This is an optimization exercise on Yosys and OpenROAD, whose aim is small area, a short achievable clock period and few clock cycles, not a production implementation.

== lane 2 ==
## UT_TOP
module UT_TOP (
    clk, rst_n, in_valid, in_time,
    out_valid, out_display, out_day
);
Size: ~42 I/O pins, about 0.0080 mm2 of cells after synthesis.
Settings: LEC_CHECK=0, ABC_AREA=1, CAP_MARGIN=20, CORE_MARGIN=2, CORE_UTILIZATION=70, SLEW_MARGIN=20; clock period 20.0 ns.
standard.sh (not shown) runs the stock make flow with config.mk's settings and CLKGATE_MAP_FILE= SYNTH_SCRIPT=/design/flow/synth_recipe.tcl, a recipe that flattens the netlist after the stock synthesis.
==> flow/flow/run.sh <==
#!/bin/bash
# Standard ORFS flow (the standard.sh), with the port buffers the standard flow's flow
# inserts on every input and output made from buf_2 cells instead of the
# default delay-buffer cell.
set -e
export BUFFER_PORTS_ARGS="-buffer_cell sky130_fd_sc_hd__buf_2"
bash standard.sh > standard.log 2>&1
Lane 2 finished every stage and its layout cleared the timing, design-rule and antenna checks.
#### Input delta (lane 5 over lane 2)
--- a/flow/design.v
+++ b/flow/design.v
@@ -80,23 +80,18 @@
     2'd1: bb = S[4:3];            
     2'd2: bb = S[9:8];            
     2'd3: bb = {S[14], 1'b1};     
     default: bb = 2'b00;
     endcase
 end
-wire [12:0] y = {RB, bb};
-wire [13:0] ya1 = {1'b0, y} - 14'd1461;
-wire [13:0] ya2 = {1'b0, y} - 14'd2922;
-wire [13:0] ya3 = {1'b0, y} - 14'd4383;
-wire q1 = ~ya2[13];
-wire q2 = q1 ? ~ya3[13] : ~ya1[13];
-wire [10:0] r2 = q1 ? (q2 ? ya3[10:0] : ya2[10:0]) : (q2 ? ya1[10:0] : y[10:0]);
-wire [12:0] z = {RB, 1'b0};
-wire [13:0] za1 = {1'b0, z} - 14'd1461;
-wire q1s = ~za1[13];
-wire [10:0] r1 = q1s ? za1[10:0] : z[10:0];
+wire [11:0] x1 = {RB, bb[1]};
+wire q1 = x1 >= 12'd1461;
+wire [10:0] r1a = q1 ? x1 - 12'd1461 : x1[10:0];
+wire [11:0] x2 = {r1a, bb[0]};
+wire q2 = x2 >= 12'd1461;
+wire [10:0] r2 = q2 ? x2 - 12'd1461 : x2[10:0];
 wire [3:0] ya = dec10({1'b0, yt});
 wire [3:0] yb = dec10(yn);
 wire [3:0] yc = dec10({ya[2:0], yb[3]});
 wire [3:0] yd = dec10({yb[2:0], q1});
 wire [2:0] yt_n = {yc[1:0], yd[3]};
 wire [3:0] yn_n = {yd[2:0], q2};
@@ -149,14 +144,14 @@
         RB <= {1'b0, tS[14:5]};
         yt <= 0; yn <= 0;
     end else if (ph_b && cnt != 5'd8) begin
         RB <= r2;
         yt <= yt_n; yn <= yn_n;
     end else if (ph_b) begin
-        RB <= r1;
-        yt <= {ya[1:0], yb[3]}; yn <= {yb[2:0], q1s};
+        RB <= r1a;
+        yt <= {ya[1:0], yb[3]}; yn <= {yb[2:0], q1};
     end else if (cnt == 5'd9)  RB <= {3'b0, r[7:0]} | {hi, 10'b0};
     else if (cnt == 5'd10) RB <= {RB[10], pair, sec, 2'b0, d0};
 end
 always @(posedge clk or negedge rst_n) begin
     if (!rst_n) begin
         out_valid <= 0; out_display <= 0; out_day <= 0;
Notes after the runs:
Lane 2 ended up with RB[0] as its launch point of the worst path; lane 5 ended up with out_valid. Die: lane 5 smaller than lane 2. The final reports for lane 5 and lane 2 show HPWL after detailed placement lower in the former. No stage failed in lane 5, and the final checks on the layout all came back clean. Going from lane 2 to lane 5, cell count after synthesis dropped about 6%, register-to-register slack shows an increase of 0.07 ns, sum of buffers and inverters on the critical path has decreased, horizontal die dimension moved down. Cmp lane 5 and lane 2 / insertion delay to the later sink of the worst-skew pair / higher: lane 5. Lane 5 vs lane 2: total of clock buffers placed in the layout up in lane 5. On total met3 wirelength after detailed routing, the higher figure sits with lane 2, not lane 5. For fraction of area in non-clock buffers, lane 2 and lane 5 come out practically identical. Area of combinational cells with multiple inputs (lane 5 vs. lane 2) decreases by a little under 10%. In the tables for lane 5 and lane 2, first-pass GRT wire length reads lower with lane 5. Lane 5 reports its category of the most critical setup path as reg2out while lane 2 reports reg2reg.
Function was not checked in any run of this note: the RTL went through the layout flow alone.

---

The RTL this note starts from:
==> flow/design.v <==
module B2BCD_IP #(parameter WIDTH = 4, parameter DIGIT = 2) (
    Binary_code,
    BCD_code
);
input  [WIDTH-1:0]   Binary_code;
output reg [DIGIT*4-1:0] BCD_code;
integer i, j;
always @(*) begin
    BCD_code = 0;
    for (i = WIDTH - 1; i >= 0; i = i - 1) begin
        for (j = 0; j < DIGIT; j = j + 1)
            if (BCD_code[j*4 +: 4] >= 5) BCD_code[j*4 +: 4] = BCD_code[j*4 +: 4] + 4'd3;
        BCD_code = {BCD_code[DIGIT*4-2:0], Binary_code[i]};
    end
end
endmodule
module UT_TOP (
    clk, rst_n, in_valid, in_time,
    out_valid, out_display, out_day
);
input clk, rst_n, in_valid;
input [30:0] in_time;
output reg out_valid;
output reg [3:0] out_display;
output reg [2:0] out_day;
reg [4:0] cnt;                 
reg [27:0] S;                  
reg [4:0] hh;                  
reg [2:0] m1; reg [3:0] m0;    
reg [2:0] s1; reg [3:0] s0;    
reg [2:0] w;                   
reg [10:0] RB;                 
reg [2:0] yt; reg [3:0] yn;    
wire idle = (cnt == 5'd0);
wire ph_a = (cnt >= 5'd1) && (cnt <= 5'd4);
wire ph_b = (cnt >= 5'd5) && (cnt <= 5'd8);    
function [3:0] dec10; input [3:0] d;
    reg c;
    begin
        c = d[3] | d[2] & (d[1] | d[0]);
        dec10 = {c, d[3] & d[0] | ~c & d[2], d[1] & (~d[2] | d[0]) | d[3] & ~d[0], d[0] ^ c};
    end
endfunction
function [2:0] dec6; input [2:0] d;
    reg c;
    begin
        c = d[2] | d[1] & d[0];
        dec6 = {c, d[2] & d[0] | ~d[2] & d[1] & ~d[0], d[0] ^ c};
    end
endfunction
reg [4:0] th; reg [2:0] tm1; reg [3:0] tm0; reg [2:0] ts1; reg [3:0] ts0;
reg [27:0] tS; reg [6:0] qd;
reg [3:0] e0, e2; reg [2:0] e1, e3; reg c4;
integer k;
always @(*) begin
    th = hh; tm1 = m1; tm0 = m0; ts1 = s1; ts0 = s0; tS = S;
    for (k = 6; k >= 0; k = k - 1) begin
        e0 = dec10(ts0); e1 = dec6(ts1); e2 = dec10(tm0); e3 = dec6(tm1);
        c4 = th[4] | (th[3] & th[2]);
        ts0 = {e0[2:0], tS[27]};
        ts1 = {e1[1:0], e0[3]};
        tm0 = {e2[2:0], e1[2]};
        tm1 = {e3[1:0], e2[3]};
        th  = {th[4] & th[2] | ~c4 & th[3], c4 ? th[4] & ~th[2] : th[2], th[1:0], e3[2]};
        tS  = {tS[26:0], c4};
        qd[k] = c4;
    end
end
function [2:0] add7; input [2:0] a; input [2:0] b;
    reg [3:0] t;
    begin
        t = a + b;
        add7 = t[2:0] + t[3];
    end
endfunction
wire [2:0] w_n = add7(add7({w[1:0], w[2]}, S[5:3]), add7(S[2:0], {2'b0, S[6]}));
reg [1:0] bb;
always @(*) begin
    case (cnt[1:0])
    2'd1: bb = S[4:3];
    2'd2: bb = S[2:1];
    2'd3: bb = {S[0], 1'b1};
    default: bb = 2'b00;
    endcase
end
wire [11:0] x1 = {RB, bb[1]};
wire q1 = x1 >= 12'd1461;
wire [10:0] r1a = q1 ? x1 - 12'd1461 : x1[10:0];
wire [11:0] x2 = {r1a, bb[0]};
wire q2 = x2 >= 12'd1461;
wire [10:0] r2 = q2 ? x2 - 12'd1461 : x2[10:0];
wire [12:0] z = {RB, 1'b0};
wire [13:0] za1 = {1'b0, z} - 14'd1461;
wire q1s = ~za1[13];
wire [10:0] r1 = q1s ? za1[10:0] : z[10:0];
wire [3:0] ya = dec10({1'b0, yt});
wire [3:0] yb = dec10(yn);
wire [3:0] yc = dec10({ya[2:0], yb[3]});
wire [3:0] yd = dec10({yb[2:0], q1});
wire [2:0] yt_n = {yc[1:0], yd[3]};
wire [3:0] yn_n = {yd[2:0], q2};
wire y2k = S[14:0] >= 15'd10957;
wire [3:0] ytf = {yt, yn >= 4'd5};
wire leap = ~yn[0] & (yn[1] ^ yt[0]);         
wire [8:0] doy = RB[10:2];
wire late = doy >= (leap ? 9'd60 : 9'd59);
wire [8:0] d2 = doy + (late ? (leap ? 9'd1 : 9'd2) : 9'd0);
wire hi = d2 >= 9'd214;
wire [7:0] r = hi ? d2 - 9'd214 : d2;
wire [7:0] rs = RB[7:0];
wire [1:0] pair = rs >= 8'd183 ? 2'd3 : rs >= 8'd122 ? 2'd2 : rs >= 8'd61 ? 2'd1 : 2'd0;
wire [5:0] rr = rs - pair * 6'd61;
wire sec = rr >= 6'd31;
wire [4:0] d0 = sec ? rr - 6'd31 : rr;       
wire [3:0] mon = (RB[10] ? 4'd8 : 4'd1) + RB[9:7];
reg [3:0] dt, dn;
always @(*) begin
    if (RB[4:0] >= 5'd29)      begin dt = 3; dn = RB[4:0] - 5'd29; end
    else if (RB[4:0] >= 5'd19) begin dt = 2; dn = RB[4:0] - 5'd19; end
    else if (RB[4:0] >= 5'd9)  begin dt = 1; dn = RB[4:0] - 5'd9;  end
    else                       begin dt = 0; dn = RB[4:0] + 5'd1;  end
end
always @(posedge clk or negedge rst_n) begin
    if (!rst_n) cnt <= 0;
    else if (idle) cnt <= in_valid ? 5'd1 : 5'd0;
    else if (cnt == 5'd19) cnt <= 0;
    else cnt <= cnt + 1;
end
always @(posedge clk) begin
    if (idle) begin
        S <= in_time[27:0];
        hh <= 0; m1 <= 0; m0 <= 0; s1 <= 0; s0 <= {1'b0, in_time[30:28]};
    end else if (ph_a) begin
        S <= tS; hh <= th; m1 <= tm1; m0 <= tm0; s1 <= ts1; s0 <= ts0;
    end
end
always @(posedge clk) begin
    if (idle) w <= 3'd2;
    else if (cnt >= 5'd2 && cnt <= 5'd5) w <= w_n;
end
always @(posedge clk) begin
    if (cnt == 5'd4) begin
        RB <= {1'b0, tS[14:5]};
        yt <= 0; yn <= 0;
    end else if (ph_b && cnt != 5'd8) begin
        RB <= r2;
        yt <= yt_n; yn <= yn_n;
    end else if (ph_b) begin
        RB <= r1;
        yt <= {ya[1:0], yb[3]}; yn <= {yb[2:0], q1s};
    end else if (cnt == 5'd9)  RB <= {3'b0, r[7:0]} | {hi, 10'b0};
    else if (cnt == 5'd10) RB <= {RB[10], pair, sec, 2'b0, d0};
end
always @(posedge clk or negedge rst_n) begin
    if (!rst_n) begin
        out_valid <= 0; out_display <= 0; out_day <= 0;
    end else begin
        out_valid <= (cnt >= 5'd6);
        out_day <= (cnt >= 5'd6 && w != 3'd7) ? w : 3'd0;
        case (cnt)
        6:  out_display <= y2k ? 4'd2 : 4'd1;
        7:  out_display <= y2k ? 4'd0 : 4'd9;
        8:  out_display <= (ytf >= 4'd3) ? ytf - 4'd3 : ytf + 4'd7;
        9:  out_display <= yn;
        10: out_display <= {3'b0, RB[10] & (RB[7:0] >= 8'd61)};
        11: out_display <= (mon >= 4'd10) ? mon - 4'd10 : mon;
        12: out_display <= dt;
        13: out_display <= dn;
        14: out_display <= (hh >= 5'd20) ? 4'd2 : (hh >= 5'd10) ? 4'd1 : 4'd0;
        15: out_display <= (hh >= 5'd20) ? hh - 5'd20 : (hh >= 5'd10) ? hh - 5'd10 : hh;
        16: out_display <= {1'b0, m1};
        17: out_display <= m0;
        18: out_display <= {1'b0, s1};
        19: out_display <= s0;
        default: out_display <= 0;
        endcase
    end
end
endmodule
export LEC_CHECK = 0
export ABC_AREA = 1
export CAP_MARGIN = 20
export CORE_MARGIN = 2
export CORE_UTILIZATION = 70
export SLEW_MARGIN = 20
create_clock -name core_clock -period 20.0 [get_ports {clk}]
Scripts as last shown in full above: flow/flow/run.sh
Next try:
--- a/flow/design.v
+++ b/flow/design.v
@@ -82,14 +82,15 @@
     2'd3: bb = {S[0], 1'b1};
     default: bb = 2'b00;
     endcase
 end
-wire [11:0] x1 = {RB, bb[1]};
-wire q1 = x1 >= 12'd1461;
-wire [10:0] r1a = q1 ? x1 - 12'd1461 : x1[10:0];
-wire [11:0] x2 = {r1a, bb[0]};
-wire q2 = x2 >= 12'd1461;
-wire [10:0] r2 = q2 ? x2 - 12'd1461 : x2[10:0];
+wire [12:0] y = {RB, bb};
+wire [13:0] ya1 = {1'b0, y} - 14'd1461;
+wire [13:0] ya2 = {1'b0, y} - 14'd2922;
+wire [13:0] ya3 = {1'b0, y} - 14'd4383;
+wire q1 = ~ya2[13];
+wire q2 = q1 ? ~ya3[13] : ~ya1[13];
+wire [10:0] r2 = q1 ? (q2 ? ya3[10:0] : ya2[10:0]) : (q2 ? ya1[10:0] : y[10:0]);
 wire [12:0] z = {RB, 1'b0};
 wire [13:0] za1 = {1'b0, z} - 14'd1461;
 wire q1s = ~za1[13];
 wire [10:0] r1 = q1s ? za1[10:0] : z[10:0];
Clock-buffer cell count grows by 3; cell area shrinks by 0.57%; routed wire length grows by 2.5%; setup slack is worse by 200 ps; utilization falls by 0.11 points; clock skew stays flat; synthesized cell count fell by 1.7%; fmax shrinks by 3.8%; die area is lower by 0.47%; final cell count fell by 1.5%.
No functional check of the RTL was part of any run of this note.

[afterwards: timing with drivers on the ports]
How much do the figures lean on ideal ports? The routed layouts below were timed once more, with nothing changed but the port constraints. Step 1: set_driving_cell puts a clkbuf_16 on clk and a buf_2 on each other input, an assumption about the parent block. Step 2 adds t to the input delays and takes it off the output delays; t is the mean of the earliest and latest rising clock arrival at the registers after step 1. Input paths then give back, and output paths get back, about the clock's delay inside the block. a / b / c = ideal / step 1 / step 2; a / b = the first two.
| run | t, ns | slack for setup (ns) | worst register clock-pin slew, ns |
|---|---|---|---|
| lane 2 | 0.386 | 15.073 / 15.073 / 15.073 | 0.07 / 0.07 |
| lane 5 | 0.406 | 15.120 / 15.080 / 15.140 | 0.09 / 0.09 |
| the first run of note 2 | 0.391 | 14.972 / 14.972 / 14.972 | 0.07 / 0.07 |
| the second run of note 2 | 0.384 | 14.771 / 14.771 / 14.771 | 0.07 / 0.07 |
After both steps every run listed still meets setup and hold.
